From an optimization exercise on the open Yosys and OpenROAD flow, aimed at small area; shortcuts taken in it are not production practice.
Function was checked by simulation only, so behaviour that the tests miss may differ from the original.
The flow treats the clock pin as an ideal source. Dropping or thinning the clock tree relies on that and would not hold on a real chip.
No activity file was given, so power comes from the tool's default toggle rates.

==> inputs of v14 <==
==> flow/design.v <==
module uart_baud (
  input  wire       clk, rst,
  input  wire [9:0] nL,           
  output wire [3:0] cnt,
  output wire       nedge
);
  reg [9:0] qn;
  reg [3:0] c;
  reg       c15;
  wire      tick = &qn;
  always @(posedge clk) begin
    if (rst | tick) qn <= nL;
    else            qn <= qn + 1'b1;
    if (rst)        c <= 4'd0;
    else if (tick)  c <= c + 1'b1;
    c15 <= &c;
  end
  assign cnt   = c;
  assign nedge = c15 & ~c[0];
endmodule
module UART_APB_Interface #(
  parameter N = 8
)(
  input  wire        PCLK, PRESETn, PSEL, PENABLE, PWRITE,
  input  wire [31:0] PADDR, PWDATA,
  output wire [31:0] PRDATA,
  output reg         PREADY,
  input  wire        rx,
  output wire        tx
);
  wire acc   = PSEL & PENABLE;                
  wire hi0   = ~|PADDR[31:3];
  wire a0    = hi0 & (PADDR[2:0] == 3'd0);
  wire a1    = hi0 & (PADDR[2:0] == 3'd1);
  wire a2    = hi0 & (PADDR[2:0] == 3'd2);
  wire a3    = hi0 & (PADDR[2:0] == 3'd3);
  wire a4    = hi0 & (PADDR[2:0] == 3'd4);
  wire wr    = acc & PWRITE;
  wire rd    = acc & ~PWRITE;
  reg  [31:0] n0, n2, n4;
  wire [31:0] nwd = ~(PWDATA & {32{PRESETn}});
  wire [31:0] nwd4 = ~{PWDATA[31:10] & {22{PRESETn}},
                       PWDATA[9:0] & {10{PRESETn}} | ({10{~PRESETn}} & 10'd650)};
  always @(posedge PCLK) begin
    if (~PRESETn | (wr & a0)) n0 <= nwd;
    if (~PRESETn | (wr & a2)) n2 <= nwd;
    if (~PRESETn | (wr & a4)) n4 <= nwd4;
  end
  wire [31:0] r0 = ~n0, r2 = ~n2, r4 = ~n4;
  reg        s0, s2, s4;
  reg  [7:0] cap;
  wire       rx_busy, tx_busy, rx_done, tx_done, rx_error;
  wire [7:0] rx_sr;
  always @(posedge PCLK, negedge PRESETn) begin
    if (~PRESETn) begin
      s0 <= 1'b0; s2 <= 1'b0; s4 <= 1'b0;
      cap <= 8'd0;
      PREADY <= 1'b0;
    end else begin
      s0 <= rd & a0;
      s2 <= rd & a2;
      s4 <= rd & a4;
      cap <= ({8{rd & a1}} & {3'b0, rx_busy, tx_busy, rx_done, tx_done, rx_error})
           | ({8{rd & a3}} & rx_sr);
      PREADY <= PREADY | acc;
    end
  end
  assign PRDATA = ({32{s0}} & r0) | ({32{s2}} & r2) | ({32{s4}} & r4) | {24'd0, cap};
  wire       rx_rst = r0[0], tx_rst = r0[1], rx_en = r0[2], tx_en = r0[3];
  wire [9:0] L = r4[9:0];
  reg        ti;
  reg  [9:0] ts;
  wire [3:0] tcnt;
  wire       tedge;
  wire       tz = ~|ts[9:1];
  wire       tstop = tz & ~ts[0];
  uart_baud tbaud (.clk(PCLK), .rst(ti), .nL(n4[9:0]), .cnt(tcnt), .nedge(tedge));
  always @(posedge PCLK, negedge PRESETn) begin
    if (~PRESETn)               ti <= 1'b1;
    else if (tx_rst | ~tx_en)   ti <= 1'b1;
    else if (ti)                ti <= 1'b0;
    else if (tstop & tedge)     ti <= 1'b1;
  end
  always @(posedge PCLK) begin
    if (ti)                     ts <= {1'b1, r2[7:0], 1'b0};
    else if (tedge | (tz & ts[0])) ts <= {1'b0, ts[9:1]};
  end
  assign tx      = ti | (ts[0] ^ tz);
  assign tx_busy = ~ti;
  assign tx_done = ~ti & tstop & tedge;
  localparam [3:0] R_D8 = 4'b0000, R_STOP = 4'b0001, R_IDLE = 4'b0010, R_START = 4'b0011,
                   R_D0 = 4'b1000;
  reg  [3:0] rm;
  reg  [7:0] rsr;
  wire [3:0] rcnt;
  wire       redge;
  wire       ridle  = (rm == R_IDLE);
  wire       rstart = (rm == R_START);
  wire       rdata  = rm[3];
  wire       rstop  = (rm == R_STOP);
  wire       rhalf  = (rcnt == 4'd8);
  uart_baud rbaud (.clk(PCLK), .rst(ridle | (rstart & rhalf)), .nL(n4[9:0]),
                   .cnt(rcnt), .nedge(redge));
  always @(posedge PCLK) begin
    if (~PRESETn | rx_rst | ~rx_en)              rm <= R_IDLE;
    else if (rstart)                             begin if (rhalf) rm <= R_D0; end
    else if ((rdata | rstop) ? redge : (rm == R_D8) | ~rx) rm <= rm + 1'b1;
  end
  always @(posedge PCLK, negedge PRESETn) begin
    if (~PRESETn)              rsr <= 8'd0;
    else if (rdata & redge)    rsr <= {rx, rsr[7:1]};
  end
  assign rx_sr    = rsr;
  assign rx_busy  = ~ridle;
  assign rx_done  = rstop & redge & rx;
  assign rx_error = rstop & redge & ~rx;
endmodule
==> flow/flow/run.sh <==
#!/bin/bash
# Standard ORFS layout (the standard.sh) with these changes:
#  - port buffers use the smallest buffer cell (buf_1) instead of the resizer's default pick
#  - the clock tree that ORFS's CTS builds is replaced (flow/clock_tree.tcl) by a two-level
#    tree: the clock port drives one root clkbuf_4, which drives one clkbuf_8 per group of
#    about 18 flip-flops (9 groups from recursive bisection of the flip-flop positions); a leaf
#    whose flip-flops would see a slow clock edge is upsized to clkbuf_16
#  - then gates that synthesis mapped to a stronger drive than they need are downsized
#    (flow/downsize.tcl), each only if slew, capacitance, setup and hold stay met
# Each tool's output goes to a log of its own here (make_cts.log, clock_tree.log,
# downsize.log, make_finish.log; ORFS's per-step logs are under orfs/logs/).
set -euo pipefail
VARS=("BUFFER_PORTS_ARGS=-buffer_cell sky130_fd_sc_hd__buf_1"
      "CTS_ARGS=-sink_clustering_enable -repair_clock_nets -buf_list sky130_fd_sc_hd__clkbuf_4 -dont_use_dummy_load")
bash standard.sh "${VARS[@]}" cts > make_cts.log 2>&1
RES=orfs/results/${FLOW_PLATFORM}/UART_APB_Interface/base \
PLATFORM_DIR=$FLOW_HOME/platforms/${FLOW_PLATFORM} \
CT_GROUPS=9 CT_LEAF=sky130_fd_sc_hd__clkbuf_8 CT_ROOT=sky130_fd_sc_hd__clkbuf_4 CT_LIMIT=0.120 \
  openroad -no_init -exit flow/clock_tree.tcl > clock_tree.log 2>&1
RES=orfs/results/${FLOW_PLATFORM}/UART_APB_Interface/base \
PLATFORM_DIR=$FLOW_HOME/platforms/${FLOW_PLATFORM} \
  openroad -no_init -exit flow/downsize.tcl > downsize.log 2>&1
bash standard.sh "${VARS[@]}" finish > make_finish.log 2>&1
==> flow/flow/clock_tree.tcl <==
# Replace the clock tree that CTS built with a two-level tree: one root buffer
# fed by the clock port, driving one leaf buffer per group of flip-flops. The
# groups come from recursive bisection of the flip-flops' positions.
# Environment: RES (results folder), PLATFORM_DIR, CT_GROUPS (number of groups),
# CT_LEAF (leaf buffer cell), CT_ROOT (root buffer cell), CT_LIMIT (slew target, ns).
set res $::env(RES)
read_liberty $::env(PLATFORM_DIR)/lib/sky130_fd_sc_hd__tt_025C_1v80.lib
read_db $res/4_cts.odb
read_sdc $res/4_cts.sdc
source $::env(PLATFORM_DIR)/setRC.tcl

set db [ord::get_db]
set block [ord::get_db_block]
set clk_port_net [[$block findBTerm PCLK] getNet]

# Walk the existing tree from the clock port: buffers to delete, flip-flop clock pins to keep.
set bufs {}
set sinks {}
set nets {}
set todo [list $clk_port_net]
while {[llength $todo]} {
  set net [lindex $todo 0]
  set todo [lrange $todo 1 end]
  foreach it [$net getITerms] {
    if {[$it isOutputSignal]} { continue }
    set inst [$it getInst]
    set m [[$inst getMaster] getName]
    if {[string match "sky130_fd_sc_hd__clkbuf_*" $m]} {
      lappend bufs $inst
      foreach o [$inst getITerms] {
        if {[$o isOutputSignal] && [$o getNet] ne "NULL"} { lappend todo [$o getNet]; lappend nets [$o getNet] }
      }
    } else {
      lappend sinks $it
    }
  }
}
puts "clock tree: [llength $bufs] buffers, [llength $sinks] sinks"
foreach it $sinks { $it disconnect }
foreach inst $bufs { odb::dbInst_destroy $inst }
foreach net $nets { odb::dbNet_destroy $net }

proc pin_xy {it} {
  set inst [$it getInst]
  set b [$inst getBBox]
  return [list [expr {([$b xMin] + [$b xMax]) / 2}] [expr {([$b yMin] + [$b yMax]) / 2}]]
}
proc bisect {items k axis} {
  if {$k <= 1} { return [list $items] }
  set keyed {}
  foreach it $items { lappend keyed [list [lindex [pin_xy $it] $axis] $it] }
  set sorted {}
  foreach kv [lsort -integer -index 0 $keyed] { lappend sorted [lindex $kv 1] }
  set k1 [expr {$k / 2}]
  set k2 [expr {$k - $k1}]
  set cut [expr {([llength $sorted] * $k1 + $k / 2) / $k}]
  set a [lrange $sorted 0 [expr {$cut - 1}]]
  set b [lrange $sorted $cut end]
  return [concat [bisect $a $k1 [expr {1 - $axis}]] [bisect $b $k2 [expr {1 - $axis}]]]
}
set die [$block getDieArea]
set axis [expr {([$die dx] >= [$die dy]) ? 0 : 1}]
set groups [bisect $sinks $::env(CT_GROUPS) $axis]

set leaf_master [$db findMaster $::env(CT_LEAF)]
set root_master [$db findMaster $::env(CT_ROOT)]
set root [odb::dbInst_create $block $root_master clkroot_PCLK]
set root_net [odb::dbNet_create $block clkroot_net_PCLK]
$root_net setSigType CLOCK
[$root findITerm A] connect $clk_port_net
[$root findITerm X] connect $root_net
set leaves {}
set i 0
set rx 0; set ry 0
foreach g $groups {
  set sx 0; set sy 0
  foreach it $g { lassign [pin_xy $it] x y; incr sx $x; incr sy $y }
  set cx [expr {$sx / [llength $g]}]; set cy [expr {$sy / [llength $g]}]
  set leaf [odb::dbInst_create $block $leaf_master clkleaf_${i}_PCLK]
  set leaf_net [odb::dbNet_create $block clkleaf_net_${i}_PCLK]
  $leaf_net setSigType CLOCK
  [$leaf findITerm A] connect $root_net
  [$leaf findITerm X] connect $leaf_net
  foreach it $g { $it connect $leaf_net }
  $leaf setLocation $cx $cy
  $leaf setPlacementStatus PLACED
  lappend leaves $leaf
  incr rx $cx; incr ry $cy
  puts "leaf $i: [llength $g] sinks at ($cx, $cy)"
  incr i
}
$root setLocation [expr {$rx / [llength $leaves]}] [expr {$ry / [llength $leaves]}]
$root setPlacementStatus PLACED

set_placement_padding -global -left 0 -right 0
detailed_placement
estimate_parasitics -placement
set limit $::env(CT_LIMIT)
for {set iter 0} {$iter < 3} {incr iter} {
  set up 0
  foreach leaf $leaves {
    set worst 0
    set out [$leaf findITerm X]
    foreach it [[$out getNet] getITerms] {
      if {[$it isOutputSignal]} { continue }
      set s [get_property [get_pins [$it getName /]] slew_max]
      if {$s > $worst} { set worst $s }
    }
    puts "leaf [$leaf getName] [[$leaf getMaster] getName] worst sink slew $worst"
    if {$worst > $limit && [[$leaf getMaster] getName] ne "sky130_fd_sc_hd__clkbuf_16"} {
      set m [[$leaf getMaster] getName]
      set to [expr {$m eq "sky130_fd_sc_hd__clkbuf_4" ? "sky130_fd_sc_hd__clkbuf_8" : "sky130_fd_sc_hd__clkbuf_16"}]
      replace_cell [get_cells [$leaf getName]] $to
      incr up
    }
  }
  if {$up == 0} { break }
  detailed_placement
  estimate_parasitics -placement
}
set worst 0
foreach pin [get_pins -hierarchical */CLK] {
  set s [get_property $pin slew_max]
  if {$s > $worst} { set worst $s }
}
puts "worst flip-flop clock slew (placement estimate): $worst"
report_clock_skew
puts "hold [worst_slack -min] setup [worst_slack -max]"
check_placement
write_db $res/4_cts.odb
==> flow/flow/downsize.tcl <==
# Downsize gates that synthesis mapped to a stronger drive than they need: for
# each cell with a smaller variant of the same function, try the smallest one
# and keep it only if its output still meets slew and capacitance limits with
# margin and the design still meets setup and hold timing.
# Environment: RES (results folder), PLATFORM_DIR.
set res $::env(RES)
read_liberty $::env(PLATFORM_DIR)/lib/sky130_fd_sc_hd__tt_025C_1v80.lib
read_db $res/4_cts.odb
read_sdc $res/4_cts.sdc
source $::env(PLATFORM_DIR)/setRC.tcl
set_propagated_clock [all_clocks]
estimate_parasitics -placement

proc out_ok {inst} {
  foreach pin [get_pins -of_objects $inst -filter "direction == output"] {
    set s [get_property $pin slew_max]
    if {$s > 0.9} { return 0 }
    foreach vp [get_pins -of_objects [get_nets -of_objects $pin] -filter "direction == input"] {
      if {[get_property $vp slew_max] > 0.9} { return 0 }
    }
  }
  return 1
}
set saved 0
foreach inst [get_cells *] {
  set m [get_property $inst ref_name]
  if {![regexp {^(sky130_fd_sc_hd__[a-z0-9]+)_([0-9]+)$} $m -> base drive]} { continue }
  # leave the clock tree and the flip-flops alone
  if {[string match "clk*" [get_full_name $inst]] || [string match "*__df*" $base] || [string match "*__edf*" $base] || $drive <= 1} { continue }
  set a0 [get_property [get_lib_cells */$m] area]
  foreach d {0 1 2 3 4 6 8} {
    if {$d >= $drive} { break }
    set cand ${base}_$d
    if {![llength [get_lib_cells -quiet */$cand]]} { continue }
    set a1 [get_property [get_lib_cells */$cand] area]
    if {$a1 >= $a0} { continue }
    replace_cell $inst $cand
    estimate_parasitics -placement
    if {[out_ok $inst] && [sta::max_slew_violation_count] == 0 && [sta::max_capacitance_violation_count] == 0 \
        && [worst_slack -max] > 1.0 && [worst_slack -min] > 0.1} {
      set saved [expr {$saved + $a0 - $a1}]
      puts "downsized [get_full_name $inst] $m -> $cand"
      break
    }
    replace_cell $inst $m
    estimate_parasitics -placement
  }
}
puts "area saved: $saved"
set_placement_padding -global -left 0 -right 0
detailed_placement
check_placement
write_db $res/4_cts.odb
==> flow/standard.sh <==
#!/bin/bash
# synth_recipe.tcl (not shown) runs the flow's synth.tcl, then flattens the netlist and writes it again
# the make line also repeats each setting of config.mk as NAME=value (left out here)
make -C /OpenROAD-flow-scripts/flow DESIGN_CONFIG=/design/flow/config.mk WORK_HOME=/design/flow/orfs CLKGATE_MAP_FILE= SYNTH_SCRIPT=/design/flow/synth_recipe.tcl "${@:-finish}"
==> flow/config.mk <==
export PLATFORM = sky130hd
export DESIGN_NAME = UART_APB_Interface
export DESIGN_NICKNAME = UART_APB_Interface
export VERILOG_FILES = /design/flow/design.v
export SDC_FILE = /design/flow/constraint.sdc
export NUM_CORES = 4
export LEC_CHECK = 0
export CAP_MARGIN = 0
export CORE_MARGIN = 2
export CORE_UTILIZATION = 80
export SLEW_MARGIN = 0
==> flow/constraint.sdc <==
create_clock -name core_clock -period 10.0 [get_ports {PCLK}]
set_input_delay 2.0000 -clock core_clock [delete_from_list [all_inputs] [get_ports {PCLK}]]
set_output_delay 2.0000 -clock core_clock [all_outputs]
set_load 0.01 [all_outputs]
==> v23: changes against v14 <==
==> flow/flow/run.sh (replaced) <==
#!/bin/bash
# Standard ORFS layout (the standard.sh) with these changes:
#  - port buffers use the smallest buffer cell (buf_1) instead of the resizer's default pick
#  - the clock tree that ORFS's CTS builds is replaced (flow/clock_tree.tcl) by a two-level
#    tree: the clock port drives one root clkbuf_4, which drives one clkbuf_8 per group of
#    about 20 flip-flops (groups from recursive bisection of the flip-flop positions); a leaf
#    whose flip-flops would see a slow clock edge is upsized to clkbuf_16
# Each tool's output goes to a log of its own here (make_cts.log, clock_tree.log,
# make_finish.log; ORFS's per-step logs are under orfs/logs/).
set -euo pipefail
VARS=("BUFFER_PORTS_ARGS=-buffer_cell sky130_fd_sc_hd__buf_1"
      "CTS_ARGS=-sink_clustering_enable -repair_clock_nets -buf_list sky130_fd_sc_hd__clkbuf_4 -dont_use_dummy_load")
bash standard.sh "${VARS[@]}" cts > make_cts.log 2>&1
RES=orfs/results/${FLOW_PLATFORM}/UART_APB_Interface/base \
PLATFORM_DIR=$FLOW_HOME/platforms/${FLOW_PLATFORM} \
CT_LEVELS=3 CT_LEAF=sky130_fd_sc_hd__clkbuf_8 CT_ROOT=sky130_fd_sc_hd__clkbuf_4 CT_LIMIT=0.120 \
  openroad -no_init -exit flow/clock_tree.tcl > clock_tree.log 2>&1
bash standard.sh "${VARS[@]}" finish > make_finish.log 2>&1
--- a/flow/flow/clock_tree.tcl
+++ b/flow/flow/clock_tree.tcl
@@ -2,5 +2,5 @@
 # fed by the clock port, driving one leaf buffer per group of flip-flops. The
 # groups come from recursive bisection of the flip-flops' positions.
-# Environment: RES (results folder), PLATFORM_DIR, CT_GROUPS (number of groups),
+# Environment: RES (results folder), PLATFORM_DIR, CT_LEVELS (2^levels groups),
 # CT_LEAF (leaf buffer cell), CT_ROOT (root buffer cell), CT_LIMIT (slew target, ns).
 set res $::env(RES)
@@ -46,20 +46,19 @@
   return [list [expr {([$b xMin] + [$b xMax]) / 2}] [expr {([$b yMin] + [$b yMax]) / 2}]]
 }
-proc bisect {items k axis} {
-  if {$k <= 1} { return [list $items] }
+proc bisect {items levels axis} {
+  if {$levels == 0} { return [list $items] }
   set keyed {}
   foreach it $items { lappend keyed [list [lindex [pin_xy $it] $axis] $it] }
   set sorted {}
-  foreach kv [lsort -integer -index 0 $keyed] { lappend sorted [lindex $kv 1] }
-  set k1 [expr {$k / 2}]
-  set k2 [expr {$k - $k1}]
-  set cut [expr {([llength $sorted] * $k1 + $k / 2) / $k}]
-  set a [lrange $sorted 0 [expr {$cut - 1}]]
-  set b [lrange $sorted $cut end]
-  return [concat [bisect $a $k1 [expr {1 - $axis}]] [bisect $b $k2 [expr {1 - $axis}]]]
+  foreach k [lsort -integer -index 0 $keyed] { lappend sorted [lindex $k 1] }
+  set half [expr {[llength $sorted] / 2}]
+  set a [lrange $sorted 0 [expr {$half - 1}]]
+  set b [lrange $sorted $half end]
+  return [concat [bisect $a [expr {$levels - 1}] [expr {1 - $axis}]] \
+                 [bisect $b [expr {$levels - 1}] [expr {1 - $axis}]]]
 }
 set die [$block getDieArea]
 set axis [expr {([$die dx] >= [$die dy]) ? 0 : 1}]
-set groups [bisect $sinks $::env(CT_GROUPS) $axis]
+set groups [bisect $sinks $::env(CT_LEVELS) $axis]
 
 set leaf_master [$db findMaster $::env(CT_LEAF)]
removed: flow/flow/downsize.tcl
==> qor summary <==
| item | v23 | v14 |
|---|---|---|
| Result of the run | complete, no violations | complete, no violations |
| Min Hold Slack | 0.486 ns | 0.483 ns |
| Share of the cycle needed by the critical path after routing | 0.449 | 0.448 |
| Post-route design area | 0.00724 mm^2 | 0.00722 mm^2 |
| Remaining max-slew budget at the tightest pin | 0.297 | 0.328 |
| Routed length on met1 | 5260 um | 5400 um |
| Flip-flop and latch share of the layout cell area | 0.603 | 0.605 |
| Power density cells | 157 mW/mm^2 | 158 mW/mm^2 |
| Post-layout util | 0.890 | 0.888 |
| Met3 layer usage reported by global route | 0.0482 | 0.0443 |
| Switching power summed over all nets | 0.263 mW | 0.265 mW |
| Highest clock rate | 223 MHz | 223 MHz |
| Sw frac | 0.232 | 0.232 |
| Share of total power in sequential cells | 0.700 | 0.694 |
| Via count of the first global-routing pass | 4503 | 4475 |
| Via density | 6.56 | 6.53 |
| Vias after detailed routing | 4705 | 4686 |
| Multi-input gate share of total cell area | 0.295 | 0.292 |
| Filler instances | 341 | 340 |
| Power in the clock group | 0.254 mW | 0.265 mW |
| Wire length of the first global-routing pass | 22700 um | 22500 um |
| Combinational Power Share | 0.076 | 0.074 |
| Power of the combinational group | 0.0860 mW | 0.0847 mW |
| GRT Total Usage | 0.333 | 0.333 |
No run of this note takes its clock network from TritonCTS; it comes from the design's own scripts or RTL.

-- what the ideal ports hide --
The flow's constraints put no driver on any port. The routed layouts listed below were extracted and timed again, unchanged, in two steps.
Step 1, drivers: a clkbuf_16 drives PCLK and a buf_2 each remaining input, both assumed.
Step 2 also shifts input and output timing later by t, the mid clock arrival at the registers, as if the neighbouring blocks saw the same clock.
Three values: no drivers, after step 1, after step 2; two values: the first two.
| run | t (ns) | setup WS [ns] | worst register clock-pin slew, ns | worst slew at a driven data input, ns |
|---|---|---|---|---|
| v14 | 0.534 | 5.523 / 5.488 / 5.602 | 0.11 / 0.11 | 0.05 |
| v23 | 0.525 | 5.512 / 5.477 / 5.759 | 0.12 / 0.12 | 0.05 |
After both steps setup and hold are still met in every run listed.
